From an optimization exercise on the open Yosys and OpenROAD flow, aimed at small area; shortcuts taken in it are not production practice.
Function was checked by simulation only, so behaviour that the tests miss may differ from the original. The flow treats the clock pin as an ideal source, which a real chip does not have.

--- flow/flow/run.sh ---
#!/bin/bash
# Standard ORFS layout (the standard.sh, unchanged synthesis), with two changes:
#  - port buffers use the smallest buffer cell (buf_1) instead of the default choice;
#  - clock tree: larger sink clusters and no dummy loads, so fewer clock buffers.
set -euo pipefail
bash standard.sh \
  BUFFER_PORTS_ARGS="-buffer_cell sky130_fd_sc_hd__buf_1" \
  CTS_ARGS="-sink_clustering_enable -repair_clock_nets -dont_use_dummy_load -sink_clustering_size 30 -sink_clustering_max_diameter 100" \
  finish > standard_make.log 2>&1
--- flow/standard.sh ---
#!/bin/bash
# synth_recipe.tcl (not shown) runs the flow's synth.tcl, then flattens the netlist and writes it again
# the make line also repeats each setting of config.mk as NAME=value (left out here)
make -C /OpenROAD-flow-scripts/flow DESIGN_CONFIG=/design/flow/config.mk WORK_HOME=/design/flow/orfs CLKGATE_MAP_FILE= SYNTH_SCRIPT=/design/flow/synth_recipe.tcl "${@:-finish}"
--- flow/config.mk ---
export PLATFORM = sky130hd
export DESIGN_NAME = dct_top
export DESIGN_NICKNAME = dct_top
export VERILOG_FILES = /design/flow/design.v
export SDC_FILE = /design/flow/constraint.sdc
export NUM_CORES = 4
export LEC_CHECK = 0
export CAP_MARGIN = 20
export CORE_MARGIN = 2
export CORE_UTILIZATION = 40
export SLEW_MARGIN = 20
--- flow/constraint.sdc ---
create_clock -name core_clock -period 12.0 [get_ports {clk}]
set_input_delay 2.4000 -clock core_clock [delete_from_list [all_inputs] [get_ports {clk}]]
set_output_delay 2.4000 -clock core_clock [all_outputs]
set_load 0.01 [all_outputs]
--- flow/design.v ---
`timescale 1ns / 1ps
module apadd #(parameter W = 13, parameter SUB = 0) (
    input  [W-1:0] A,
    input  [W-1:0] B,
    output [W-1:0] S,
    output C
);
    wire [W-1:0] Bp = SUB ? ~B : B;
    wire [W:2] c;
    assign c[2] = A[1];
    assign S[1:0] = Bp[1:0];
    genvar i;
    generate for (i = 2; i < W; i = i + 1) begin : g
        assign S[i] = A[i] ^ Bp[i] ^ c[i];
        assign c[i+1] = (A[i] & Bp[i]) | (A[i] & c[i]) | (Bp[i] & c[i]);
    end endgenerate
    assign C = c[W];
endmodule
module apnegsub #(parameter W = 13) (
    input  [W-1:0] A,
    input  [W-1:0] B,
    output [W-1:0] Y
);
    wire [W-1:2] h;
    wire [W:2] c, d;
    assign c[2] = ~A[1];
    assign d[2] = B[1] & B[0];
    assign Y[1:0] = {B[1] ^ B[0], ~B[0]};
    genvar i;
    generate for (i = 2; i < W; i = i + 1) begin : g
        assign h[i] = ~A[i] ^ B[i] ^ c[i];
        assign c[i+1] = (~A[i] & B[i]) | (~A[i] & c[i]) | (B[i] & c[i]);
        assign Y[i] = h[i] ^ d[i];
        assign d[i+1] = h[i] & d[i];
    end endgenerate
endmodule
module negw #(parameter W = 8) (
    input  [W-1:0] A,
    output [W-1:0] Y
);
    wire [W:0] c;
    assign c[0] = 1'b1;
    genvar i;
    generate for (i = 0; i < W; i = i + 1) begin : g
        assign Y[i] = ~A[i] ^ c[i];
        assign c[i+1] = ~A[i] & c[i];
    end endgenerate
endmodule
`timescale 1ns / 1ps
module DCT2_app(
    input [10:0] x0, input [10:0] x1, input [10:0] x2, input [10:0] x3,
    input [10:0] x4, input [10:0] x5, input [10:0] x6, input [10:0] x7,
    input col0,
    output [13:0] y0, output [13:0] y1, output [13:0] y2, output [13:0] y3,
    output [13:0] y4, output [13:0] y5, output [13:0] y6, output [13:0] y7,
    output [72:0] row
);
  wire [11:0] a1_0;
  apadd #(.W(12), .SUB(0)) u_a1_0 (.A({{1{x7[10]}}, x7}), .B({{1{x0[10]}}, x0}), .S(a1_0), .C());
  wire [11:0] a1_1;
  apadd #(.W(12), .SUB(0)) u_a1_1 (.A({{1{x6[10]}}, x6}), .B({{1{x1[10]}}, x1}), .S(a1_1), .C());
  wire [11:0] a1_2;
  apadd #(.W(12), .SUB(0)) u_a1_2 (.A({{1{x5[10]}}, x5}), .B({{1{x2[10]}}, x2}), .S(a1_2), .C());
  wire [11:0] a1_3;
  apadd #(.W(12), .SUB(0)) u_a1_3 (.A({{1{x4[10]}}, x4}), .B({{1{x3[10]}}, x3}), .S(a1_3), .C());
  wire [11:0] a1_4;
  apadd #(.W(12), .SUB(1)) u_a1_4 (.A({{1{x3[10]}}, x3}), .B({{1{x4[10]}}, x4}), .S(a1_4), .C());
  wire [11:0] a1_5;
  apadd #(.W(12), .SUB(1)) u_a1_5 (.A({{1{x2[10]}}, x2}), .B({{1{x5[10]}}, x5}), .S(a1_5), .C());
  wire [11:0] a1_6;
  apadd #(.W(12), .SUB(1)) u_a1_6 (.A({{1{x1[10]}}, x1}), .B({{1{x6[10]}}, x6}), .S(a1_6), .C());
  wire [11:0] a1_7;
  apadd #(.W(12), .SUB(1)) u_a1_7 (.A({{1{x0[10]}}, x0}), .B({{1{x7[10]}}, x7}), .S(a1_7), .C());
  wire [12:0] a2_0;
  apadd #(.W(13), .SUB(0)) u_a2_0 (.A({{1{a1_0[11]}}, a1_0}), .B({{1{a1_3[11]}}, a1_3}), .S(a2_0), .C());
  wire [12:0] a2_1;
  apadd #(.W(13), .SUB(0)) u_a2_1 (.A({{1{a1_1[11]}}, a1_1}), .B({{1{a1_2[11]}}, a1_2}), .S(a2_1), .C());
  wire [12:0] a2_3;
  apadd #(.W(13), .SUB(1)) u_a2_3 (.A({{1{a1_0[11]}}, a1_0}), .B({{1{a1_3[11]}}, a1_3}), .S(a2_3), .C());
  wire [12:0] a2_6;
  apadd #(.W(13), .SUB(0)) u_a2_6 (.A({{1{a1_6[11]}}, a1_6}), .B({{1{a1_7[11]}}, a1_7}), .S(a2_6), .C());
  wire [12:0] p0 = a2_0;
  wire [12:0] p1 = a2_1;
  wire [12:0] s0, s1; wire k0, k1;
  apadd #(.W(13), .SUB(0)) u_s0 (.A(p0), .B(p1), .S(s0), .C(k0));
  apadd #(.W(13), .SUB(1)) u_s1 (.A(p0), .B(p1), .S(s1), .C(k1));
  wire [13:0] n_7;
  apnegsub #(.W(14)) u_n_7 (.A({{2{a1_6[11]}}, a1_6}), .B({{2{a1_7[11]}}, a1_7}), .Y(n_7));
  wire [13:0] n_2;
  apnegsub #(.W(14)) u_n_2 (.A({{2{a1_1[11]}}, a1_1}), .B({{2{a1_2[11]}}, a1_2}), .Y(n_2));
  wire ci0 = s0[12] ^ p0[12] ^ p1[12];
  wire ci1 = s1[12] ^ p0[12] ^ ~p1[12];
  wire u0 = (~p0[12] & ~p1[12]) | (~p0[12] & ci0) | (~p1[12] & ci0);
  wire u1 = (~p0[12] & p1[12]) | (~p0[12] & ci1) | (p1[12] & ci1);
  assign y0 = {col0 ? u0 : (p0[12] ^ p1[12] ^ k0), s0};
  assign y4 = {col0 ? (u1 ^ (p1 != 13'h1000)) : (p0[12] ^ ~p1[12] ^ k1), s1};
  assign y1 = {{1{a2_6[12]}}, a2_6};
  assign y2 = {{1{a2_3[12]}}, a2_3};
  assign y3 = {{2{a1_5[11]}}, a1_5};
  assign y5 = {{2{a1_4[11]}}, a1_4};
  assign y6 = n_7;
  assign y7 = n_2;
  assign row = {n_2[10:2], n_7[10:3], a1_4[8:0], s1[10:4], a1_5[8:0], a2_3[9:0], a2_6[9:0], s0[10:0]};
endmodule
`timescale 1ns / 1ps
module dct_ram(
    input clk,
    input wp,
    input we,
    input [72:0] din,
    input [7:0] col,
    input pix,
    input [63:0] px,
    output [10:0] c0, output [10:0] c1, output [10:0] c2, output [10:0] c3,
    output [10:0] c4, output [10:0] c5, output [10:0] c6, output [10:0] c7
);
  reg [72:0] st0, st1, st2, st3, st4, st5, st6, st7;
  wire [72:0] pxrow = {st7[72], st7[71], st7[70], px[63], px[62], px[61], px[60], px[59], px[58], st7[63], st7[62], st7[61], px[55], px[54], px[53], px[52], px[51], st7[55], px[47], px[46], px[45], px[44], px[43], px[42], px[41], px[40], st7[46], st7[45], px[57], px[39], px[38], px[37], px[36], px[56], px[31], px[30], px[29], px[28], px[27], px[26], px[25], px[24], px[50], px[49], px[23], px[22], px[21], px[20], px[19], px[18], px[17], px[16], px[48], px[35], px[15], px[14], px[13], px[12], px[11], px[10], px[9], px[8], px[34], px[33], px[32], px[7], px[6], px[5], px[4], px[3], px[2], px[1], px[0]};
  always @(posedge clk) begin
    st0 <= wp ? pxrow : st7;
    st1 <= we ? din : st0;
    st2 <= st1;
    st3 <= st2;
    st4 <= st3;
    st5 <= st4;
    st6 <= st5;
    st7 <= st6;
  end
  wire cp0 = col[0] | pix;
  wire cp1 = col[1] | pix;
  wire cp2 = col[2] | pix;
  wire cp3 = col[3] | pix;
  wire cp4 = col[4] | pix;
  wire cp5 = col[5] | pix;
  wire cp6 = col[6] | pix;
  wire cp7 = col[7] | pix;
  wire [10:0] o0;
  assign o0[0] = (cp0 & st0[0])
      | (col[1] & st1[11])
      | (col[2] & st2[21])
      | (col[3] & st3[31])
      | (col[4] & ~st4[0])
      | (col[5] & st5[47])
      | (col[6] & ~st6[11])
      | (col[7] & ~st7[0]);
  assign o0[1] = (cp0 & st0[1])
      | (col[1] & st1[12])
      | (col[2] & st2[22])
      | (col[3] & st3[32])
      | (col[4] & ~st4[1])
      | (col[5] & st5[48])
      | (col[6] & (st6[12] ^ st6[11]))
      | (col[7] & (st7[1] ^ st7[0]));
  assign o0[2] = (cp0 & st0[2])
      | (col[1] & st1[13])
      | (col[2] & st2[23])
      | (col[3] & st3[33])
      | (col[4] & ~st4[2])
      | (col[5] & st5[49])
      | (col[6] & (st6[13] ^ (st6[12] & st6[11])))
      | (col[7] & st7[64]);
  assign o0[3] = (cp0 & st0[3])
      | (col[1] & st1[14])
      | (col[2] & st2[24])
      | (col[3] & st3[34])
      | (col[4] & ~(st4[3] ^ st4[22] ^ st4[23]))
      | (col[5] & st5[50])
      | (col[6] & st6[56])
      | (col[7] & st7[65]);
  assign o0[4] = (cp0 & st0[4])
      | (col[1] & st1[15])
      | (col[2] & st2[25])
      | (col[3] & st3[35])
      | (col[4] & st4[40])
      | (col[5] & st5[51])
      | (col[6] & st6[57])
      | (col[7] & st7[66]);
  assign o0[5] = (cp0 & st0[5])
      | (col[1] & st1[16])
      | (col[2] & st2[26])
      | (col[3] & st3[36])
      | (col[4] & st4[41])
      | (col[5] & st5[52])
      | (col[6] & st6[58])
      | (col[7] & st7[67]);
  assign o0[6] = (cp0 & st0[6])
      | (col[1] & st1[17])
      | (col[2] & st2[27])
      | (col[3] & st3[37])
      | (col[4] & st4[42])
      | (col[5] & st5[53])
      | (col[6] & st6[59])
      | (col[7] & st7[68]);
  assign o0[7] = (cp0 & st0[7])
      | (col[1] & st1[18])
      | (col[2] & st2[28])
      | (col[3] & st3[38])
      | (col[4] & st4[43])
      | (col[5] & st5[54])
      | (col[6] & st6[60])
      | (col[7] & st7[69]);
  wire g0_8 = (col[3] & st3[39]) | (col[5] & st5[55]);
  assign o0[8] = (col[0] & st0[8])
      | (col[1] & st1[19])
      | (col[2] & st2[29])
      | (col[4] & st4[44])
      | (col[6] & st6[61])
      | (col[7] & st7[70])
      | g0_8;
  wire g0_9 = g0_8 | (col[1] & st1[20]) | (col[2] & st2[30]);
  assign o0[9] = (col[0] & st0[9])
      | (col[4] & st4[45])
      | (col[6] & st6[62])
      | (col[7] & st7[71])
      | g0_9;
  wire g0_10 = g0_9 | (col[0] & ~st0[10]) | (col[4] & st4[46]) | (col[6] & st6[63]) | (col[7] & st7[72]);
  assign o0[10] = g0_10;
  assign c0 = o0;
  wire [10:0] o1;
  assign o1[0] = (col[0] & st7[0])
      | (cp1 & st0[11])
      | (col[2] & st1[21])
      | (col[3] & st2[31])
      | (col[4] & ~st3[0])
      | (col[5] & st4[47])
      | (col[6] & ~st5[11])
      | (col[7] & ~st6[0]);
  assign o1[1] = (col[0] & st7[1])
      | (cp1 & st0[12])
      | (col[2] & st1[22])
      | (col[3] & st2[32])
      | (col[4] & ~st3[1])
      | (col[5] & st4[48])
      | (col[6] & (st5[12] ^ st5[11]))
      | (col[7] & (st6[1] ^ st6[0]));
  assign o1[2] = (col[0] & st7[2])
      | (cp1 & st0[13])
      | (col[2] & st1[23])
      | (col[3] & st2[33])
      | (col[4] & ~st3[2])
      | (col[5] & st4[49])
      | (col[6] & (st5[13] ^ (st5[12] & st5[11])))
      | (col[7] & st6[64]);
  assign o1[3] = (col[0] & st7[3])
      | (cp1 & st0[14])
      | (col[2] & st1[24])
      | (col[3] & st2[34])
      | (col[4] & ~(st3[3] ^ st3[22] ^ st3[23]))
      | (col[5] & st4[50])
      | (col[6] & st5[56])
      | (col[7] & st6[65]);
  assign o1[4] = (col[0] & st7[4])
      | (cp1 & st0[15])
      | (col[2] & st1[25])
      | (col[3] & st2[35])
      | (col[4] & st3[40])
      | (col[5] & st4[51])
      | (col[6] & st5[57])
      | (col[7] & st6[66]);
  assign o1[5] = (col[0] & st7[5])
      | (cp1 & st0[16])
      | (col[2] & st1[26])
      | (col[3] & st2[36])
      | (col[4] & st3[41])
      | (col[5] & st4[52])
      | (col[6] & st5[58])
      | (col[7] & st6[67]);
  assign o1[6] = (col[0] & st7[6])
      | (cp1 & st0[17])
      | (col[2] & st1[27])
      | (col[3] & st2[37])
      | (col[4] & st3[42])
      | (col[5] & st4[53])
      | (col[6] & st5[59])
      | (col[7] & st6[68]);
  assign o1[7] = (col[0] & st7[7])
      | (cp1 & st0[18])
      | (col[2] & st1[28])
      | (col[3] & st2[38])
      | (col[4] & st3[43])
      | (col[5] & st4[54])
      | (col[6] & st5[60])
      | (col[7] & st6[69]);
  wire g1_8 = (col[3] & st2[39]) | (col[5] & st4[55]);
  assign o1[8] = (col[0] & st7[8])
      | (col[1] & st0[19])
      | (col[2] & st1[29])
      | (col[4] & st3[44])
      | (col[6] & st5[61])
      | (col[7] & st6[70])
      | g1_8;
  wire g1_9 = g1_8 | (col[1] & st0[20]) | (col[2] & st1[30]);
  assign o1[9] = (col[0] & st7[9])
      | (col[4] & st3[45])
      | (col[6] & st5[62])
      | (col[7] & st6[71])
      | g1_9;
  wire g1_10 = g1_9 | (col[0] & ~st7[10]) | (col[4] & st3[46]) | (col[6] & st5[63]) | (col[7] & st6[72]);
  assign o1[10] = g1_10;
  assign c1 = o1;
  wire [10:0] o2;
  assign o2[0] = (col[0] & st6[0])
      | (col[1] & st7[11])
      | (cp2 & st0[21])
      | (col[3] & st1[31])
      | (col[4] & ~st2[0])
      | (col[5] & st3[47])
      | (col[6] & ~st4[11])
      | (col[7] & ~st5[0]);
  assign o2[1] = (col[0] & st6[1])
      | (col[1] & st7[12])
      | (cp2 & st0[22])
      | (col[3] & st1[32])
      | (col[4] & ~st2[1])
      | (col[5] & st3[48])
      | (col[6] & (st4[12] ^ st4[11]))
      | (col[7] & (st5[1] ^ st5[0]));
  assign o2[2] = (col[0] & st6[2])
      | (col[1] & st7[13])
      | (cp2 & st0[23])
      | (col[3] & st1[33])
      | (col[4] & ~st2[2])
      | (col[5] & st3[49])
      | (col[6] & (st4[13] ^ (st4[12] & st4[11])))
      | (col[7] & st5[64]);
  assign o2[3] = (col[0] & st6[3])
      | (col[1] & st7[14])
      | (cp2 & st0[24])
      | (col[3] & st1[34])
      | (col[4] & ~(st2[3] ^ st2[22] ^ st2[23]))
      | (col[5] & st3[50])
      | (col[6] & st4[56])
      | (col[7] & st5[65]);
  assign o2[4] = (col[0] & st6[4])
      | (col[1] & st7[15])
      | (cp2 & st0[25])
      | (col[3] & st1[35])
      | (col[4] & st2[40])
      | (col[5] & st3[51])
      | (col[6] & st4[57])
      | (col[7] & st5[66]);
  assign o2[5] = (col[0] & st6[5])
      | (col[1] & st7[16])
      | (cp2 & st0[26])
      | (col[3] & st1[36])
      | (col[4] & st2[41])
      | (col[5] & st3[52])
      | (col[6] & st4[58])
      | (col[7] & st5[67]);
  assign o2[6] = (col[0] & st6[6])
      | (col[1] & st7[17])
      | (cp2 & st0[27])
      | (col[3] & st1[37])
      | (col[4] & st2[42])
      | (col[5] & st3[53])
      | (col[6] & st4[59])
      | (col[7] & st5[68]);
  assign o2[7] = (col[0] & st6[7])
      | (col[1] & st7[18])
      | (cp2 & st0[28])
      | (col[3] & st1[38])
      | (col[4] & st2[43])
      | (col[5] & st3[54])
      | (col[6] & st4[60])
      | (col[7] & st5[69]);
  wire g2_8 = (col[3] & st1[39]) | (col[5] & st3[55]);
  assign o2[8] = (col[0] & st6[8])
      | (col[1] & st7[19])
      | (col[2] & st0[29])
      | (col[4] & st2[44])
      | (col[6] & st4[61])
      | (col[7] & st5[70])
      | g2_8;
  wire g2_9 = g2_8 | (col[1] & st7[20]) | (col[2] & st0[30]);
  assign o2[9] = (col[0] & st6[9])
      | (col[4] & st2[45])
      | (col[6] & st4[62])
      | (col[7] & st5[71])
      | g2_9;
  wire g2_10 = g2_9 | (col[0] & ~st6[10]) | (col[4] & st2[46]) | (col[6] & st4[63]) | (col[7] & st5[72]);
  assign o2[10] = g2_10;
  assign c2 = o2;
  wire [10:0] o3;
  assign o3[0] = (col[0] & st5[0])
      | (col[1] & st6[11])
      | (col[2] & st7[21])
      | (cp3 & st0[31])
      | (col[4] & ~st1[0])
      | (col[5] & st2[47])
      | (col[6] & ~st3[11])
      | (col[7] & ~st4[0]);
  assign o3[1] = (col[0] & st5[1])
      | (col[1] & st6[12])
      | (col[2] & st7[22])
      | (cp3 & st0[32])
      | (col[4] & ~st1[1])
      | (col[5] & st2[48])
      | (col[6] & (st3[12] ^ st3[11]))
      | (col[7] & (st4[1] ^ st4[0]));
  assign o3[2] = (col[0] & st5[2])
      | (col[1] & st6[13])
      | (col[2] & st7[23])
      | (cp3 & st0[33])
      | (col[4] & ~st1[2])
      | (col[5] & st2[49])
      | (col[6] & (st3[13] ^ (st3[12] & st3[11])))
      | (col[7] & st4[64]);
  assign o3[3] = (col[0] & st5[3])
      | (col[1] & st6[14])
      | (col[2] & st7[24])
      | (cp3 & st0[34])
      | (col[4] & ~(st1[3] ^ st1[22] ^ st1[23]))
      | (col[5] & st2[50])
      | (col[6] & st3[56])
      | (col[7] & st4[65]);
  assign o3[4] = (col[0] & st5[4])
      | (col[1] & st6[15])
      | (col[2] & st7[25])
      | (cp3 & st0[35])
      | (col[4] & st1[40])
      | (col[5] & st2[51])
      | (col[6] & st3[57])
      | (col[7] & st4[66]);
  assign o3[5] = (col[0] & st5[5])
      | (col[1] & st6[16])
      | (col[2] & st7[26])
      | (cp3 & st0[36])
      | (col[4] & st1[41])
      | (col[5] & st2[52])
      | (col[6] & st3[58])
      | (col[7] & st4[67]);
  assign o3[6] = (col[0] & st5[6])
      | (col[1] & st6[17])
      | (col[2] & st7[27])
      | (cp3 & st0[37])
      | (col[4] & st1[42])
      | (col[5] & st2[53])
      | (col[6] & st3[59])
      | (col[7] & st4[68]);
  assign o3[7] = (col[0] & st5[7])
      | (col[1] & st6[18])
      | (col[2] & st7[28])
      | (cp3 & st0[38])
      | (col[4] & st1[43])
      | (col[5] & st2[54])
      | (col[6] & st3[60])
      | (col[7] & st4[69]);
  wire g3_8 = (col[3] & st0[39]) | (col[5] & st2[55]);
  assign o3[8] = (col[0] & st5[8])
      | (col[1] & st6[19])
      | (col[2] & st7[29])
      | (col[4] & st1[44])
      | (col[6] & st3[61])
      | (col[7] & st4[70])
      | g3_8;
  wire g3_9 = g3_8 | (col[1] & st6[20]) | (col[2] & st7[30]);
  assign o3[9] = (col[0] & st5[9])
      | (col[4] & st1[45])
      | (col[6] & st3[62])
      | (col[7] & st4[71])
      | g3_9;
  wire g3_10 = g3_9 | (col[0] & ~st5[10]) | (col[4] & st1[46]) | (col[6] & st3[63]) | (col[7] & st4[72]);
  assign o3[10] = g3_10;
  assign c3 = o3;
  wire [10:0] o4;
  assign o4[0] = (col[0] & st4[0])
      | (col[1] & st5[11])
      | (col[2] & st6[21])
      | (col[3] & st7[31])
      | (col[4] & ~st0[0])
      | (col[5] & st1[47])
      | (col[6] & ~st2[11])
      | (col[7] & ~st3[0])
      | (pix & st0[8]);
  assign o4[1] = (col[0] & st4[1])
      | (col[1] & st5[12])
      | (col[2] & st6[22])
      | (col[3] & st7[32])
      | (col[4] & ~st0[1])
      | (col[5] & st1[48])
      | (col[6] & (st2[12] ^ st2[11]))
      | (col[7] & (st3[1] ^ st3[0]))
      | (pix & st0[9]);
  assign o4[2] = (col[0] & st4[2])
      | (col[1] & st5[13])
      | (col[2] & st6[23])
      | (col[3] & st7[33])
      | (col[4] & ~st0[2])
      | (col[5] & st1[49])
      | (col[6] & (st2[13] ^ (st2[12] & st2[11])))
      | (col[7] & st3[64])
      | (pix & st0[10]);
  assign o4[3] = (col[0] & st4[3])
      | (col[1] & st5[14])
      | (col[2] & st6[24])
      | (col[3] & st7[34])
      | (col[4] & ~(st0[3] ^ st0[22] ^ st0[23]))
      | (col[5] & st1[50])
      | (col[6] & st2[56])
      | (col[7] & st3[65])
      | (pix & st0[19]);
  assign o4[4] = (col[0] & st4[4])
      | (col[1] & st5[15])
      | (col[2] & st6[25])
      | (col[3] & st7[35])
      | (cp4 & st0[40])
      | (col[5] & st1[51])
      | (col[6] & st2[57])
      | (col[7] & st3[66]);
  assign o4[5] = (col[0] & st4[5])
      | (col[1] & st5[16])
      | (col[2] & st6[26])
      | (col[3] & st7[36])
      | (cp4 & st0[41])
      | (col[5] & st1[52])
      | (col[6] & st2[58])
      | (col[7] & st3[67]);
  assign o4[6] = (col[0] & st4[6])
      | (col[1] & st5[17])
      | (col[2] & st6[27])
      | (col[3] & st7[37])
      | (cp4 & st0[42])
      | (col[5] & st1[53])
      | (col[6] & st2[59])
      | (col[7] & st3[68]);
  assign o4[7] = (col[0] & st4[7])
      | (col[1] & st5[18])
      | (col[2] & st6[28])
      | (col[3] & st7[38])
      | (cp4 & st0[43])
      | (col[5] & st1[54])
      | (col[6] & st2[60])
      | (col[7] & st3[69]);
  wire g4_8 = (col[3] & st7[39]) | (col[5] & st1[55]);
  assign o4[8] = (col[0] & st4[8])
      | (col[1] & st5[19])
      | (col[2] & st6[29])
      | (col[4] & st0[44])
      | (col[6] & st2[61])
      | (col[7] & st3[70])
      | g4_8;
  wire g4_9 = g4_8 | (col[1] & st5[20]) | (col[2] & st6[30]);
  assign o4[9] = (col[0] & st4[9])
      | (col[4] & st0[45])
      | (col[6] & st2[62])
      | (col[7] & st3[71])
      | g4_9;
  wire g4_10 = g4_9 | (col[0] & ~st4[10]) | (col[4] & st0[46]) | (col[6] & st2[63]) | (col[7] & st3[72]);
  assign o4[10] = g4_10;
  assign c4 = o4;
  wire [10:0] o5;
  assign o5[0] = (col[0] & st3[0])
      | (col[1] & st4[11])
      | (col[2] & st5[21])
      | (col[3] & st6[31])
      | (col[4] & ~st7[0])
      | (cp5 & st0[47])
      | (col[6] & ~st1[11])
      | (col[7] & ~st2[0]);
  assign o5[1] = (col[0] & st3[1])
      | (col[1] & st4[12])
      | (col[2] & st5[22])
      | (col[3] & st6[32])
      | (col[4] & ~st7[1])
      | (cp5 & st0[48])
      | (col[6] & (st1[12] ^ st1[11]))
      | (col[7] & (st2[1] ^ st2[0]));
  assign o5[2] = (col[0] & st3[2])
      | (col[1] & st4[13])
      | (col[2] & st5[23])
      | (col[3] & st6[33])
      | (col[4] & ~st7[2])
      | (cp5 & st0[49])
      | (col[6] & (st1[13] ^ (st1[12] & st1[11])))
      | (col[7] & st2[64]);
  assign o5[3] = (col[0] & st3[3])
      | (col[1] & st4[14])
      | (col[2] & st5[24])
      | (col[3] & st6[34])
      | (col[4] & ~(st7[3] ^ st7[22] ^ st7[23]))
      | (cp5 & st0[50])
      | (col[6] & st1[56])
      | (col[7] & st2[65]);
  assign o5[4] = (col[0] & st3[4])
      | (col[1] & st4[15])
      | (col[2] & st5[25])
      | (col[3] & st6[35])
      | (col[4] & st7[40])
      | (cp5 & st0[51])
      | (col[6] & st1[57])
      | (col[7] & st2[66]);
  assign o5[5] = (col[0] & st3[5])
      | (col[1] & st4[16])
      | (col[2] & st5[26])
      | (col[3] & st6[36])
      | (col[4] & st7[41])
      | (cp5 & st0[52])
      | (col[6] & st1[58])
      | (col[7] & st2[67]);
  assign o5[6] = (col[0] & st3[6])
      | (col[1] & st4[17])
      | (col[2] & st5[27])
      | (col[3] & st6[37])
      | (col[4] & st7[42])
      | (cp5 & st0[53])
      | (col[6] & st1[59])
      | (col[7] & st2[68]);
  assign o5[7] = (col[0] & st3[7])
      | (col[1] & st4[18])
      | (col[2] & st5[28])
      | (col[3] & st6[38])
      | (col[4] & st7[43])
      | (cp5 & st0[54])
      | (col[6] & st1[60])
      | (col[7] & st2[69]);
  wire g5_8 = (col[3] & st6[39]) | (col[5] & st0[55]);
  assign o5[8] = (col[0] & st3[8])
      | (col[1] & st4[19])
      | (col[2] & st5[29])
      | (col[4] & st7[44])
      | (col[6] & st1[61])
      | (col[7] & st2[70])
      | g5_8;
  wire g5_9 = g5_8 | (col[1] & st4[20]) | (col[2] & st5[30]);
  assign o5[9] = (col[0] & st3[9])
      | (col[4] & st7[45])
      | (col[6] & st1[62])
      | (col[7] & st2[71])
      | g5_9;
  wire g5_10 = g5_9 | (col[0] & ~st3[10]) | (col[4] & st7[46]) | (col[6] & st1[63]) | (col[7] & st2[72]);
  assign o5[10] = g5_10;
  assign c5 = o5;
  wire [10:0] o6;
  assign o6[0] = (col[0] & st2[0])
      | (col[1] & st3[11])
      | (col[2] & st4[21])
      | (col[3] & st5[31])
      | (col[4] & ~st6[0])
      | (col[5] & st7[47])
      | (col[6] & ~st0[11])
      | (col[7] & ~st1[0])
      | (pix & st0[20]);
  assign o6[1] = (col[0] & st2[1])
      | (col[1] & st3[12])
      | (col[2] & st4[22])
      | (col[3] & st5[32])
      | (col[4] & ~st6[1])
      | (col[5] & st7[48])
      | (col[6] & (st0[12] ^ st0[11]))
      | (col[7] & (st1[1] ^ st1[0]))
      | (pix & st0[29]);
  assign o6[2] = (col[0] & st2[2])
      | (col[1] & st3[13])
      | (col[2] & st4[23])
      | (col[3] & st5[33])
      | (col[4] & ~st6[2])
      | (col[5] & st7[49])
      | (col[6] & (st0[13] ^ (st0[12] & st0[11])))
      | (col[7] & st1[64])
      | (pix & st0[30]);
  assign o6[3] = (col[0] & st2[3])
      | (col[1] & st3[14])
      | (col[2] & st4[24])
      | (col[3] & st5[34])
      | (col[4] & ~(st6[3] ^ st6[22] ^ st6[23]))
      | (col[5] & st7[50])
      | (cp6 & st0[56])
      | (col[7] & st1[65]);
  assign o6[4] = (col[0] & st2[4])
      | (col[1] & st3[15])
      | (col[2] & st4[25])
      | (col[3] & st5[35])
      | (col[4] & st6[40])
      | (col[5] & st7[51])
      | (cp6 & st0[57])
      | (col[7] & st1[66]);
  assign o6[5] = (col[0] & st2[5])
      | (col[1] & st3[16])
      | (col[2] & st4[26])
      | (col[3] & st5[36])
      | (col[4] & st6[41])
      | (col[5] & st7[52])
      | (cp6 & st0[58])
      | (col[7] & st1[67]);
  assign o6[6] = (col[0] & st2[6])
      | (col[1] & st3[17])
      | (col[2] & st4[27])
      | (col[3] & st5[37])
      | (col[4] & st6[42])
      | (col[5] & st7[53])
      | (cp6 & st0[59])
      | (col[7] & st1[68]);
  assign o6[7] = (col[0] & st2[7])
      | (col[1] & st3[18])
      | (col[2] & st4[28])
      | (col[3] & st5[38])
      | (col[4] & st6[43])
      | (col[5] & st7[54])
      | (cp6 & st0[60])
      | (col[7] & st1[69]);
  wire g6_8 = (col[3] & st5[39]) | (col[5] & st7[55]);
  assign o6[8] = (col[0] & st2[8])
      | (col[1] & st3[19])
      | (col[2] & st4[29])
      | (col[4] & st6[44])
      | (col[6] & st0[61])
      | (col[7] & st1[70])
      | g6_8;
  wire g6_9 = g6_8 | (col[1] & st3[20]) | (col[2] & st4[30]);
  assign o6[9] = (col[0] & st2[9])
      | (col[4] & st6[45])
      | (col[6] & st0[62])
      | (col[7] & st1[71])
      | g6_9;
  wire g6_10 = g6_9 | (col[0] & ~st2[10]) | (col[4] & st6[46]) | (col[6] & st0[63]) | (col[7] & st1[72]);
  assign o6[10] = g6_10;
  assign c6 = o6;
  wire [10:0] o7;
  assign o7[0] = (col[0] & st1[0])
      | (col[1] & st2[11])
      | (col[2] & st3[21])
      | (col[3] & st4[31])
      | (col[4] & ~st5[0])
      | (col[5] & st6[47])
      | (col[6] & ~st7[11])
      | (col[7] & ~st0[0])
      | (pix & st0[39]);
  assign o7[1] = (col[0] & st1[1])
      | (col[1] & st2[12])
      | (col[2] & st3[22])
      | (col[3] & st4[32])
      | (col[4] & ~st5[1])
      | (col[5] & st6[48])
      | (col[6] & (st7[12] ^ st7[11]))
      | (col[7] & (st0[1] ^ st0[0]))
      | (pix & st0[44]);
  assign o7[2] = (col[0] & st1[2])
      | (col[1] & st2[13])
      | (col[2] & st3[23])
      | (col[3] & st4[33])
      | (col[4] & ~st5[2])
      | (col[5] & st6[49])
      | (col[6] & (st7[13] ^ (st7[12] & st7[11])))
      | (cp7 & st0[64]);
  assign o7[3] = (col[0] & st1[3])
      | (col[1] & st2[14])
      | (col[2] & st3[24])
      | (col[3] & st4[34])
      | (col[4] & ~(st5[3] ^ st5[22] ^ st5[23]))
      | (col[5] & st6[50])
      | (col[6] & st7[56])
      | (cp7 & st0[65]);
  assign o7[4] = (col[0] & st1[4])
      | (col[1] & st2[15])
      | (col[2] & st3[25])
      | (col[3] & st4[35])
      | (col[4] & st5[40])
      | (col[5] & st6[51])
      | (col[6] & st7[57])
      | (cp7 & st0[66]);
  assign o7[5] = (col[0] & st1[5])
      | (col[1] & st2[16])
      | (col[2] & st3[26])
      | (col[3] & st4[36])
      | (col[4] & st5[41])
      | (col[5] & st6[52])
      | (col[6] & st7[58])
      | (cp7 & st0[67]);
  assign o7[6] = (col[0] & st1[6])
      | (col[1] & st2[17])
      | (col[2] & st3[27])
      | (col[3] & st4[37])
      | (col[4] & st5[42])
      | (col[5] & st6[53])
      | (col[6] & st7[59])
      | (cp7 & st0[68]);
  assign o7[7] = (col[0] & st1[7])
      | (col[1] & st2[18])
      | (col[2] & st3[28])
      | (col[3] & st4[38])
      | (col[4] & st5[43])
      | (col[5] & st6[54])
      | (col[6] & st7[60])
      | (cp7 & st0[69]);
  wire g7_8 = (col[3] & st4[39]) | (col[5] & st6[55]);
  assign o7[8] = (col[0] & st1[8])
      | (col[1] & st2[19])
      | (col[2] & st3[29])
      | (col[4] & st5[44])
      | (col[6] & st7[61])
      | (col[7] & st0[70])
      | g7_8;
  wire g7_9 = g7_8 | (col[1] & st2[20]) | (col[2] & st3[30]);
  assign o7[9] = (col[0] & st1[9])
      | (col[4] & st5[45])
      | (col[6] & st7[62])
      | (col[7] & st0[71])
      | g7_9;
  wire g7_10 = g7_9 | (col[0] & ~st1[10]) | (col[4] & st5[46]) | (col[6] & st7[63]) | (col[7] & st0[72]);
  assign o7[10] = g7_10;
  assign c7 = o7;
endmodule
`timescale 1ns / 1ps
module dct_top(
	 input [7:0]x0,
	 input [7:0]x1,
	 input [7:0]x2,
	 input [7:0]x3,
	 input [7:0]x4,
	 input [7:0]x5,
	 input [7:0]x6,
	 input [7:0]x7,
	 input en,
	 input clk,
	 input rst,
	 output [13:0]y0,
	 output [13:0]y1,
	 output [13:0]y2,
	 output [13:0]y3,
	 output [13:0]y4,
	 output [13:0]y5,
	 output [13:0]y6,
	 output [13:0]y7
    );
	reg [7:0]addr;
	reg wr;
	wire [72:0] row;
	wire [10:0] c0, c1, c2, c3, c4, c5, c6, c7;
	wire [7:0] col = {addr[0], addr[7:1]} & {8{~wr}};
	dct_ram dctRAM(clk,en,wr,row,col,wr,{x7,x6,x5,x4,x3,x2,x1,x0},c0,c1,c2,c3,c4,c5,c6,c7);
	DCT2_app dct2(c0,c1,c2,c3,c4,c5,c6,c7,col[0],y0,y1,y2,y3,y4,y5,y6,y7,row);
	always@(posedge clk) begin
		if (rst) addr <= 8'd1;
		else addr <= {addr[6:0], addr[7]};
		wr <= en;
	end
endmodule
==> results of run 1 <==
==> worst min path at each step <==
stage                               from              to  slack [ns]  cells after the start
after floorplan           dctRAM.st1[21]  dctRAM.st2[21]        0.31                      0
after global placement    dctRAM.st2[21]  dctRAM.st3[21]        0.31                      0
after detailed placement  dctRAM.st5[31]  dctRAM.st6[31]        0.31                      0
after CTS                 dctRAM.st3[56]  dctRAM.st4[56]        0.31                      0
after global routing      dctRAM.st3[56]  dctRAM.st4[56]        0.30                      0
final                     dctRAM.st3[56]  dctRAM.st4[56]        0.31                      0
==> cell families (layout without fill, tap and decap cells) <==
group | Yosys count | in the layout | synth area share [%]
flops | 593 | 593 | 52.3
mux | 132 | 132 | 6.54
xor+xnor | 98 | 98 | 3.85
compound gates | 384 | 384 | 13.4
simple gates | 248 | 248 | 5.74
fa+ha+maj | 185 | 185 | 13.9
buf+inv | 251 | 380 | 4.34
==> cell usage after synthesis, types with 13 or more instances <==
cell | n | area (sq um)
nand2b_1 | 16 | 100
xnor2_1 | 58 | 508
and3_1 | 15 | 93.8
nand2_1 | 57 | 214
buf_1 | 25 | 93.8
a22o_1 | 114 | 998
a22oi_1 | 89 | 668
nor2_1 | 60 | 225
dfxtp_1 | 593 | 11900
clkbuf_1 | 59 | 221
or4_1 | 18 | 135
mux2_2 | 131 | 1480
a21oi_1 | 42 | 210
fa_1 | 112 | 2240
or2_2 | 13 | 81.3
ha_1 | 66 | 826
a221oi_1 | 33 | 289
a221o_1 | 20 | 200
o21ai_0 | 26 | 130
inv_1 | 155 | 582
nor2b_1 | 14 | 87.6
xor2_1 | 38 | 333
==> through the flow <==
stage | hold slack, ns | area, sq um | cells | worst slack (ns)
detailed placement | 0.312 | 24100 | 2751 | 0.925
floorplan | 0.310 | 22700 | 1891 | 1.70
global placement | 0.310 | 24100 | 2751 | 1.15
CTS | 0.309 | 24700 | 2775 | 0.275
global route | 0.303 | 24800 | 2776 | 0.0347
finish | 0.311 | 24800 | 2776 | 0.490
==> cell type report <==
cell class              count  area share (%)
clock buffers              24            2.42
inverters                 156            2.36
multi-input cells        1047            40.0
flip-flops and latches    593            47.9
well taps                 756            3.82
repair buffers            200            3.43
==> worst reg2reg max path: cells and delay by family (launching register included) <==
| family | cells | cell delay (ns) |
|---|---|---|
| flip-flops | 1 | 0.62 |
| XOR/XNOR | 1 | 0.21 |
| AO/OA/AOI/OAI | 5 | 0.99 |
| adder cells (fa/ha/maj) | 8 | 3.53 |
| buffers and inverters | 4 | 0.56 |
| AND/OR/NAND/NOR | 5 | 1.64 |
| multiplexers | 1 | 0.31 |
==> state kept, by name, indices dropped and copies added (netlist names), 73 cells and up <==
signal / flops
dctRAM.st0: 73
dctRAM.st1: 73
dctRAM.st2: 73
dctRAM.st3: 73
dctRAM.st4: 73
dctRAM.st5: 73
dctRAM.st6: 73
dctRAM.st7: 73
==> placed cells by master, fill, tap and decap left out, types with 5 or more instances in the layout <==
master and instances:
a2111o_1 6, a21oi_1 42, a221o_1 20, a221oi_1 33, a222oi_1 8, a22o_1 114, a22oi_1 89, and2_1 6
and3_1 15, buf_1 177, buf_4 21, clkbuf_16 24, dfxtp_1 592, fa_1 112, ha_1 66, inv_1 155
mux2_2 131, nand2_1 57, nand2b_1 16, nand3_1 9, nand4_1 6, nor2_1 59, nor2b_1 8, nor2b_4 6
nor3_1 8, o21ai_0 26, o22ai_1 5, or2_2 13, or3_1 9, or4_1 18, xnor2_1 58, xor2_1 38
==> metal layers <==
layer	GRT usage (%)	part of all wire (%)	vias to the layer above	wire, um
li1	-	-	6839	-
met1	31.8	44	7584	30000
met2	36.5	46	662	31600
met3	3.66	7.0	120	4820
met4	7.53	3.6	0	2480
met5	0	0	-	0
==> repair_timing <==
action	4_1_cts	5_1_grt
hold buffers	0	0
setup buffers	0	1
setup endpoints to repair	0	1
hold endpoints to repair	0	0
==> summary.txt, run 1 <==
Status
  • Status: finished clean

Global route
  • Number of global-route vias before repair: 15400
  • Largest net degree at the start of global routing: 66
  • GRT Total Usage: 22.9%
  • Global-route wire length before repair: 101 mm
  • GRT overflow: 0
  • Initial antenna violation count: 0

Yosys
  • Sequential element share of the synthesized area: 52.3%
  • Yosys reg bits: 593
  • Number of synthesized flops with an enable pin: 0
  • Synthesized area per cell: 12.0 sq um
  • Cells after synthesis: 1891
  • Ys async rst share: 0%
  • Synth cell types: 73
  • Post-synth net total: 2136
  • Post-synth top flop: dfxtp_1
  • Yosys warning count: 2
  • Synth Cell Area: 22700 sq um

Finish
  • FILL cells: 5337
  • Reg area: 11900 sq um
  • Multi-input combinational cell area: 9910 sq um
  • Nets: 2267
  • Post-layout util: 44.0%
  • ANT cells: 0
  • Synth-to-Final Area Change: 9.06%
  • Share of cells above drive strength 1: 10.9%

Timing
  • Final Max Slew Viols: 0
  • Tcrit/Tclk final: 95.9%
  • Final Critical Period: 11.51 ns
  • Endpoints failing setup: 0
  • Final Hold Viols: 0
  • Max Fclk: 86.9 MHz
  • Rel. slew slack: 27.2%
  • Worst slew pin tran: 1.09 ns
  • RSZ-0062 raised after global routing: no
  • Total negative slack: 0 ns
  • Skew final: 0.0436 ns

Clock tree
  • Later-pin clock latency in the skew report: 0.60 ns
  • Post-CTS sizing: 0
  • TritonCTS Sinks: 593
  • CTS Root Cell: clkbuf_16
  • CTS H-tree depth: 1
  • Num CTS Buffers: 24
  • Buffer depth of the longest clock path: 3
  • Clock-pin transition on the worst setup and hold timing paths: 0.11 ns
  • TritonCTS clock tree: built

Setup path
  • CP bufs+invs: 4
  • Most common cell on crit path: fa_1
  • R2r startpoint: wr
  • Crit. path cell count: 28
  • Worst EP arrival: 9.11 ns
  • Worst Setup End Kind: output pin
  • R2r setup slk: 4.04 ns
  • Max FO, Critical Path: 26
  • Kind of cell adding the most delay to the critical path: adder cells
  • Worst setup path category: flop to output pin
  • RR Endpoint: dctRAM.st1[46]
  • Worst Reg-to-Reg Cells: 24
  • Crit path launch: wr
  • Crit path to: y4[13]
  • Peak per-stage delay on the critical path: 0.62 ns
  • Slowest stage cell, crit path: dfxtp_4
  • CP required: 9.60 ns
  • CP startpoint kind: flop

Floorplanning
  • Die X: 242 um
  • Initial core utilization: 40.4%
  • Core ar.: 56300 sq um
  • Die area: 58700 sq um
  • # IOs: 179
  • Die height: 242 um
  • Num rows: 87

Route
  • Wirelength per Cell: 24.8 um
  • Final WL: 68.9 mm
  • DRT antenna net count: 0
  • Initial drt markers: 1682
  • Drt drc: 0
  • Vias: 15200
  • Vias per inst: 5.48
  • 1st-pass router iterations: 6

Placed design
  • Input/output buffers: 178
  • Post-detail-place hpwl: 52.7 mm
  • GP Congestion: 0.921

Run
  • Max-Cap Viols: 0

Hold path
  • Hold Path Class: flop to flop
==> inputs of run 2 (changes only) <==
--- a/flow/design.v
+++ b/flow/design.v
@@ -116,5 +116,5 @@
 );
   reg [72:0] st0, st1, st2, st3, st4, st5, st6, st7;
-  wire [72:0] pxrow = {st7[72], st7[71], st7[70], px[63], px[62], px[61], px[60], px[59], px[58], st7[63], st7[62], st7[61], px[55], px[54], px[53], px[52], px[51], st7[55], px[47], px[46], px[45], px[44], px[43], px[42], px[41], px[40], st7[46], st7[45], px[57], px[39], px[38], px[37], px[36], px[56], px[31], px[30], px[29], px[28], px[27], px[26], px[25], px[24], px[50], px[49], px[23], px[22], px[21], px[20], px[19], px[18], px[17], px[16], px[48], px[35], px[15], px[14], px[13], px[12], px[11], px[10], px[9], px[8], px[34], px[33], px[32], px[7], px[6], px[5], px[4], px[3], px[2], px[1], px[0]};
+  wire [72:0] pxrow = {st7[72], st7[71], st7[70], px[63], px[62], px[61], px[60], px[59], px[58], st7[63], st7[62], st7[61], px[55], px[54], px[53], px[52], px[51], st7[55], px[47], px[46], px[45], px[44], px[43], px[42], px[41], px[40], st7[46], st7[45], px[57], px[39], px[38], px[37], px[36], px[56], px[31], px[30], px[29], px[28], px[27], px[26], px[25], px[24], px[50], px[49], px[23], px[22], px[21], px[20], px[19], px[18], px[17], px[16], st7[20], px[35], px[15], px[14], px[13], px[12], px[11], px[10], px[9], st7[11], px[34], px[33], px[32], px[7], px[6], px[5], px[4], px[3], px[2], px[1], st7[0]};
   always @(posedge clk) begin
     st0 <= wp ? pxrow : st7;
@@ -823,14 +823,18 @@
 	 output [13:0]y7
     );
-	reg [7:0]addr;
+	reg [2:0]addr;
 	reg wr;
 	wire [72:0] row;
 	wire [10:0] c0, c1, c2, c3, c4, c5, c6, c7;
-	wire [7:0] col = {addr[0], addr[7:1]} & {8{~wr}};
+	wire [7:0] col;
+	genvar i;
+	generate for (i = 0; i < 8; i = i + 1) begin : g
+		assign col[i] = ~wr & (addr == ((i + 1) & 7));
+	end endgenerate
 	dct_ram dctRAM(clk,en,wr,row,col,wr,{x7,x6,x5,x4,x3,x2,x1,x0},c0,c1,c2,c3,c4,c5,c6,c7);
 	DCT2_app dct2(c0,c1,c2,c3,c4,c5,c6,c7,col[0],y0,y1,y2,y3,y4,y5,y6,y7,row);
 	always@(posedge clk) begin
-		if (rst) addr <= 8'd1;
-		else addr <= {addr[6:0], addr[7]};
+		if (rst) addr <= 3'd0;
+		else addr <= addr + 3'd1;
 		wr <= en;
 	end
==> flow/flow/run.sh (replaced) <==
#!/bin/bash
# Standard ORFS layout (the standard.sh: ORFS synthesis and place-and-route), with:
#  - an area-oriented ABC mapping script (flow/abc_area_nf.script) in place of ORFS's
#    abc_speed.script, in a copy of ORFS's scripts folder; everything else in that
#    copy is ORFS's own, so the registers and the rest of synthesis are unchanged;
#  - port buffers of the smallest buffer cell (buf_1);
#  - clock tree: larger sink clusters and no dummy loads, so fewer clock buffers.
set -euo pipefail
SM="$PWD/scripts_abc"
rm -rf "$SM"
cp -r "$FLOW_HOME/scripts" "$SM"
cp flow/abc_area_nf.script "$SM/abc_speed.script"
bash standard.sh \
  SCRIPTS_DIR="$SM" \
  BUFFER_PORTS_ARGS="-buffer_cell sky130_fd_sc_hd__buf_1" \
  CTS_ARGS="-sink_clustering_enable -repair_clock_nets -dont_use_dummy_load -sink_clustering_size 30 -sink_clustering_max_diameter 100" \
  finish > standard_make.log 2>&1
==> flow/flow/abc_area_nf.script (new file) <==
&get -n
&st
&dch -f
&nf -a -F 4 -A 4
&put
topo
stime -c
==> run 2 against run 1 <==
Net effect:
- still clean on timing, DRC and antenna
- flip-flop and latch count fell by 5
- global-route usage is 0.56 points lower
- critical path depth rose by 1
- cell count decreased by 2.4%
- non-clock buffer count increased by 6
- sequential share of layout area increased by 0.95 points
- die area is 4.2% lower
- register-to-register slack better by 0.11 ns
- clock-buffer cell count shrank 1
- critical endpoint unchanged
==> summary.txt, run 2 <==
Finish
  • Reg area: 11800 sq um (was 11900 sq um)
  • Share of cells above drive strength 1: 3.23% (was 10.9%)
  • Multi-input combinational cell area: 9360 sq um (was 9910 sq um)
  • Commonest non-fill, non-tap cells in the layout: dfxtp_1, buf_1, nand2_1, clkinv_1, mux2_1 (was dfxtp_1, buf_1, inv_1, mux2_2, a22o_1)
  • Nets: 2267 (unchanged)
  • Commonest non-fill, non-tap cell in the layout: dfxtp_1 (unchanged)
  • Final design area excluding fillers: 24100 sq um (was 24800 sq um)
  • Synth-to-Final Area Change: 10.8% (was 9.06%)
  • FILL cells: 5014 (was 5337)

Clock tree
  • Clock-pin transition on the worst setup and hold timing paths: 0.11 ns (about the same)
  • Later-pin clock latency in the skew report: 0.60 ns (about the same)
  • Num CTS Buffers: 23 (was 24)
  • Hold Buf Count CTS: 0 (unchanged)
  • TritonCTS clock tree: built (unchanged)
  • CTS H-tree depth: 1 (unchanged)
  • CTS Root Cell: clkbuf_16 (unchanged)
  • Buffer depth of the longest clock path: 3 (unchanged)
  • TritonCTS Sinks: 588 (was 593)

Yosys
  • Synth Cell Area: 21700 sq um (was 22700 sq um)
  • Area leader, netlist: dfxtp_1 (unchanged)
  • Synth cell count leaders: dfxtp_1, clkinv_1, nand2_1 (was dfxtp_1, inv_1, mux2_2)
  • Number of synthesized flops with an enable pin: 0 (unchanged)
  • Synthesized area per cell: 12.1 sq um (was 12.0 sq um)
  • Post-synth top flop: dfxtp_1 (unchanged)
  • Yosys reg bits: 588 (was 593)
  • Synth cell types: 55 (was 73)
  • Share of the synthesized area in the top cell type: 54.2% (was 52.3%)
  • Post-synth net total: 2043 (was 2136)
  • Synth area leaders: dfxtp_1, fa_1, mux2_1 (was dfxtp_1, fa_1, mux2_2)
  • Most frequent cell after synthesis: dfxtp_1 (unchanged)
  • Ys async rst share: 0% (unchanged)
  • Yosys warning count: 2 (unchanged)
  • Cells after synthesis: 1790 (was 1891)
  • Sequential element share of the synthesized area: 54.2% (was 52.3%)

Timing
  • Endpoints failing setup: 0 (unchanged)
  • Hold WS: 0.334 ns (was 0.311 ns)
  • Total negative slack: 0 ns (unchanged)
  • Tcrit/Tclk final: 96.0% (was 95.9%)
  • Worst slew pin tran: 0.868 ns (was 1.09 ns)
  • Rel. slew slack: 42.1% (was 27.2%)
  • Skew final: 0.0486 ns (was 0.0436 ns)
  • Final Max Slew Viols: 0 (unchanged)
  • Final Critical Period: 11.52 ns (was 11.51 ns)
  • Final Hold Viols: 0 (unchanged)
  • Max Fclk: 86.8 MHz (was 86.9 MHz)
  • RSZ-0062 raised after global routing: no (unchanged)

Route
  • Wirelength per Cell: 23.4 um (was 24.8 um)
  • Initial drt markers: 1745 (was 1682)
  • 1st-pass router iterations: 7 (was 6)
  • DRT antenna net count: 0 (unchanged)
  • Vias per inst: 5.45 (was 5.48)
  • Drt drc: 0 (unchanged)
  • Vias: 14800 (was 15200)
  • Final WL: 63.4 mm (was 68.9 mm)

Global route
  • GRT Total Usage: 22.4% (was 22.9%)
  • GRT overflow: 0 (unchanged)
  • Largest net degree at the start of global routing: 47 (was 66)
  • Global-route wire length before repair: 93.9 mm (was 101 mm)
  • Initial antenna violation count: 3 (was 0)
  • Number of global-route vias before repair: 15000 (was 15400)

Placed design
  • Input/output buffers: 175 (was 178)
  • Post-detail-place hpwl: 48.6 mm (was 52.7 mm)
  • GP Congestion: 0.899 (was 0.921)
  • Dpl cell area: 23500 sq um (was 24100 sq um)

Floorplanning
  • Die height: 237 um (was 242 um)
  • Die area: 56200 sq um (was 58700 sq um)
  • Num rows: 85 (was 87)
  • # IOs: 179 (unchanged)
  • Initial core utilization: 40.4% (about the same)
  • Die X: 237 um (was 242 um)
  • Core ar.: 53800 sq um (was 56300 sq um)

Setup path
  • Max FO, Critical Path: 11 (was 26)
  • Peak per-stage delay on the critical path: 0.55 ns (was 0.62 ns)
  • CP required: 9.60 ns (about the same)
  • CP startpoint kind: flop (unchanged)
  • Worst setup path category: flop to output pin (unchanged)
  • Worst EP arrival: 9.12 ns (was 9.11 ns)
  • Most common cell on crit path: fa_1 (unchanged)
  • R2r setup slk: 4.15 ns (was 4.04 ns)
  • Slowest stage cell, crit path: nor3b_4 (was dfxtp_4)
  • Worst Setup End Kind: output pin (unchanged)

Run
  • Max-Cap Viols: 0 (unchanged)

Status
  • Status: finished clean (unchanged)

Hold path
  • Hold Path Class: flop to flop (unchanged)
## run 2: final timing paths
kind	end	depth (start not counted)	start
min reg2reg	dctRAM.st4[45]	0	dctRAM.st3[45]
min	dctRAM.st4[45]	0	dctRAM.st3[45]
max reg2reg	dctRAM.st1[46]	24	addr[2]
max	y4[13]	29	addr[0]
## run 2: repair_timing
| action | 4_1_cts | 5_1_grt |
|---|---|---|
| buffers inserted | 0 | 6 |
| resized for setup | 0 | 1 |
| hold endpoints to repair | 0 | 0 |
| setup endpoints to repair | 0 | 3 |
## run 2: kinds of logic after synthesis
group,synth area share (%)
DFF,54.2
and+or+nand+nor,7.08
muxes,6.21
adders and majority gates,14.9
xor gates and xnor gates,3.57
AOI/OAI and AO/OA,11.0
buffers and inverters,3.02
## run 2: layout make-up
class | instances | share of cell area [%]
well taps | 696 | 3.62
diodes | 1 | 0.0104
clock buffers | 23 | 2.39
multi-input cells | 1034 | 38.9
repair buffers | 206 | 3.71
inverters | 161 | 2.51
flip-flops and latches | 588 | 48.9
## run 2: critical path: cells and delay by family (launching register included)
family / cells / cell delay (ns)
mux: 1 / 0.14
simple gates: 2 / 0.84
fa+ha+maj: 12 / 4.37
compound gates: 4 / 0.75
buf+inv: 7 / 1.06
xor+xnor: 3 / 1.02
flops: 1 / 0.36
## run 2: layer usage
| metal | up-vias | GRT usage (%) | wire length (um) | share of wire [%] |
|---|---|---|---|---|
| met5 | - | 0 | 12 | 0.019 |
| li1 | 6763 | - | - | - |
| met3 | 102 | 4.06 | 5020 | 7.9 |
| met1 | 7321 | 30.7 | 27400 | 43 |
| met2 | 581 | 36.1 | 29000 | 46 |
| met4 | 2 | 6.37 | 1990 | 3.1 |
## run 2: through the flow
stage	util, %	instances	setup slack, ns
after detailed placement	43.6	2679	0.849
after global placement	43.6	2679	1.03
after global routing	44.8	2708	0.0323
after floorplan	-	1790	0.0151
final	44.8	2709	0.479
after CTS	44.7	2702	0.159
==> inputs of run 3 (changes only) <==
--- a/flow/flow/run.sh
+++ b/flow/flow/run.sh
@@ -14,4 +14,4 @@
   SCRIPTS_DIR="$SM" \
   BUFFER_PORTS_ARGS="-buffer_cell sky130_fd_sc_hd__buf_1" \
-  CTS_ARGS="-sink_clustering_enable -repair_clock_nets -dont_use_dummy_load -sink_clustering_size 30 -sink_clustering_max_diameter 100" \
+  CTS_ARGS="-sink_clustering_enable -repair_clock_nets -dont_use_dummy_load -sink_clustering_size 28 -sink_clustering_max_diameter 90" \
   finish > standard_make.log 2>&1
==> run 3 against run 2 <==
Net effect:
- flip-flop and latch count unchanged
- core utilization grew 0.13 points
- largest cell class unchanged
==> summary.txt, run 3 <==
Yosys
  • Share of the synthesized area in the top cell type: 54.2% (unchanged)
  • Area leader, netlist: dfxtp_1 (unchanged)
  • Number of synthesized flops with an enable pin: 0 (unchanged)
  • Synth cell count leaders: dfxtp_1, clkinv_1, nand2_1 (unchanged)
  • Synth area leaders: dfxtp_1, fa_1, mux2_1 (unchanged)
  • Ys async rst share: 0% (unchanged)
  • Cells after synthesis: 1790 (unchanged)
  • Post-synth top flop: dfxtp_1 (unchanged)
  • Post-synth net total: 2043 (unchanged)
  • Synthesized area per cell: 12.1 sq um (unchanged)
  • Sequential element share of the synthesized area: 54.2% (unchanged)
  • Most frequent cell after synthesis: dfxtp_1 (unchanged)
  • Synth cell types: 55 (unchanged)
  • Synth Cell Area: 21700 sq um (unchanged)
  • Yosys warning count: 2 (unchanged)
  • Yosys reg bits: 588 (unchanged)

Placed design
  • Place WS: 0.849 ns (unchanged)
  • Post-detail-place hpwl: 48.6 mm (unchanged)
  • GP Congestion: 0.899 (unchanged)
  • Input/output buffers: 175 (unchanged)

Setup path
  • Peak per-stage delay on the critical path: 0.55 ns (about the same)
  • Slowest stage cell, crit path: nor3b_4 (unchanged)
  • Most common cell on crit path: fa_1 (unchanged)
  • Worst Setup End Kind: output pin (unchanged)
  • CP required: 9.60 ns (about the same)
  • R2r setup slk: 4.24 ns (was 4.15 ns)
  • Worst EP arrival: 9.09 ns (was 9.12 ns)
  • Max FO, Critical Path: 11 (unchanged)
  • Worst setup path category: flop to output pin (unchanged)
  • CP startpoint kind: flop (unchanged)

Finish
  • Nets: 2269 (was 2267)
  • Post-layout util: 44.9% (was 44.8%)
  • Multi-input combinational cell area: 9360 sq um (unchanged)
  • Reg area: 11800 sq um (unchanged)
  • Commonest non-fill, non-tap cell in the layout: dfxtp_1 (unchanged)
  • Synth-to-Final Area Change: 11.1% (was 10.8%)
  • FILL cells: 5018 (was 5014)
  • Commonest non-fill, non-tap cells in the layout: dfxtp_1, buf_1, nand2_1, clkinv_1, mux2_1 (unchanged)
  • Share of cells above drive strength 1: 3.33% (was 3.23%)

Global route
  • GRT Total Usage: 22.4% (about the same)
  • Initial antenna violation count: 3 (unchanged)
  • Number of global-route vias before repair: 15000 (about the same)
  • GRT overflow: 0 (unchanged)
  • Global-route wire length before repair: 94.0 mm (was 93.9 mm)
  • Largest net degree at the start of global routing: 47 (unchanged)

Route
  • Drt drc: 0 (unchanged)
  • 1st-pass router iterations: 6 (was 7)
  • DRT antenna net count: 0 (unchanged)
  • Final WL: 63.5 mm (was 63.4 mm)
  • Vias per inst: 5.49 (was 5.45)
  • Vias: 14900 (was 14800)
  • Initial drt markers: 1796 (was 1745)
  • Wirelength per Cell: 23.4 um (about the same)

Status
  • Status: finished clean (unchanged)

Timing
  • Total negative slack: 0 ns (unchanged)
  • Final Max Slew Viols: 0 (unchanged)
  • Rel. slew slack: 42.0% (was 42.1%)
  • Hold WS: 0.318 ns (was 0.334 ns)
  • Skew final: 0.0359 ns (was 0.0486 ns)
  • Worst slew pin tran: 0.848 ns (was 0.868 ns)
  • Final Critical Period: 11.49 ns (was 11.52 ns)
  • Tcrit/Tclk final: 95.7% (was 96.0%)
  • PnR worst setup slack: 0.511 ns (was 0.479 ns)
  • Max Fclk: 87.0 MHz (was 86.8 MHz)
  • Final Hold Viols: 0 (unchanged)
  • Endpoints failing setup: 0 (unchanged)
  • RSZ-0062 raised after global routing: no (unchanged)

Floorplanning
  • Num rows: 85 (unchanged)
  • Die area: 56200 sq um (unchanged)
  • Die X: 237 um (unchanged)
  • Core ar.: 53800 sq um (unchanged)
  • # IOs: 179 (unchanged)
  • Initial core utilization: 40.4% (unchanged)
  • Die height: 237 um (unchanged)

Clock tree
  • TritonCTS clock tree: built (unchanged)
  • Clock-pin transition on the worst setup and hold timing paths: 0.10 ns (was 0.11 ns)
  • Hold Buf Count CTS: 0 (unchanged)
  • Num CTS Buffers: 26 (was 23)
  • TritonCTS Sinks: 588 (unchanged)
  • CTS H-tree depth: 1 (unchanged)
  • Later-pin clock latency in the skew report: 0.59 ns (was 0.60 ns)
  • CTS Root Cell: clkbuf_16 (unchanged)
  • Buffer depth of the longest clock path: 3 (unchanged)

Run
  • Max-Cap Viols: 0 (unchanged)

Hold path
  • Hold Path Class: flop to flop (unchanged)
[run 3: cell counts after synthesis]
No cell type changed its count.
[run 3: cell families after synthesis]
kind of cell | after synthesis | synth area share, %
buffers and inverters | 168 | 3.02
and+or+nand+nor | 335 | 7.08
adders and majority gates | 192 | 14.9
xor gates and xnor gates | 87 | 3.57
DFF | 588 | 54.2
muxes | 120 | 6.21
AOI/OAI and AO/OA | 300 | 11.0
[run 3: worst paths after layout]
path / end / startpoint / cells after the start
max: y4[13] / addr[0] / 29
min: dctRAM.st2[61] / dctRAM.st1[61] / 0
max reg2reg: dctRAM.st1[46] / addr[2] / 24
min reg2reg: dctRAM.st2[61] / dctRAM.st1[61] / 0
[run 3: area by class of cell]
class	instances	share of cell area, %
diodes	1	0.0104
clock buffers	26	2.69
inverters	161	2.50
multi-input cells	1034	38.8
flip-flops and latches	588	48.8
well taps	696	3.61
repair buffers	205	3.67
[run 3: timing repair]
| action | 4_1_cts | 5_1_grt |
|---|---|---|
| hold endpoints to repair | 0 | 0 |
| buffers inserted | 0 | 5 |
| endpoints found under the setup margin | 0 | 2 |
| resized for setup | 0 | 1 |
[run 3: worst max-delay path, delay by kind of cell (launching register included)]
kind                       cells  cell delay (ns)
AOI/OAI and AO/OA              4             0.74
xor gates and xnor gates       3             1.02
buffers and inverters          7             1.05
muxes                          1             0.14
DFF                            1             0.35
and+or+nand+nor                2             0.84
adders and majority gates     12             4.36
[run 3: metal layers]
layer	wire length, um	GRT usage (%)	part of all wire [%]
met5	12	0	0.019
met1	27300	30.8	43
met4	1910	6.33	3.0
met2	29100	36.2	46
met3	5090	3.98	8.0
[run 3: stage by stage]
stage	instance area, sq um	cells
2_1_floorplan	21700	1790
3_3_place_gp	23500	2679
3_5_place_dp	23500	2679
4_1_cts	24100	2705
5_1_grt	24100	2710
6_report	24200	2711

## separate check: timing with driven ports
The results above use ideal ports. As a check the final layouts listed here were re-extracted and re-timed, cells and wires unchanged.
Step 1 assumes that a clkbuf_16 drives the clock port and a buf_2 every other input.
Step 2, shift: input delay + t, output delay - t, t = (earliest + latest rising clock arrival at the registers) / 2. This alone moves slack from input paths to output paths.
a / b / c = no drivers / after step 1 / after step 2; a / b = the first two.
run | t, ns | slack for setup (ns) | worst setup path at the end | worst register clock-pin slew, ns | worst slew at a driven data input, ns
run 1 | 0.634 | 0.490 / 0.431 / 1.065 | register to output | 0.12 / 0.12 | 0.09
run 2 | 0.636 | 0.479 / 0.422 / 1.058 | register to output | 0.12 / 0.12 | 0.13
run 3 | 0.628 | 0.511 / 0.454 / 1.082 | register to output | 0.11 / 0.11 | 0.11
After both steps every run listed still meets setup and hold.
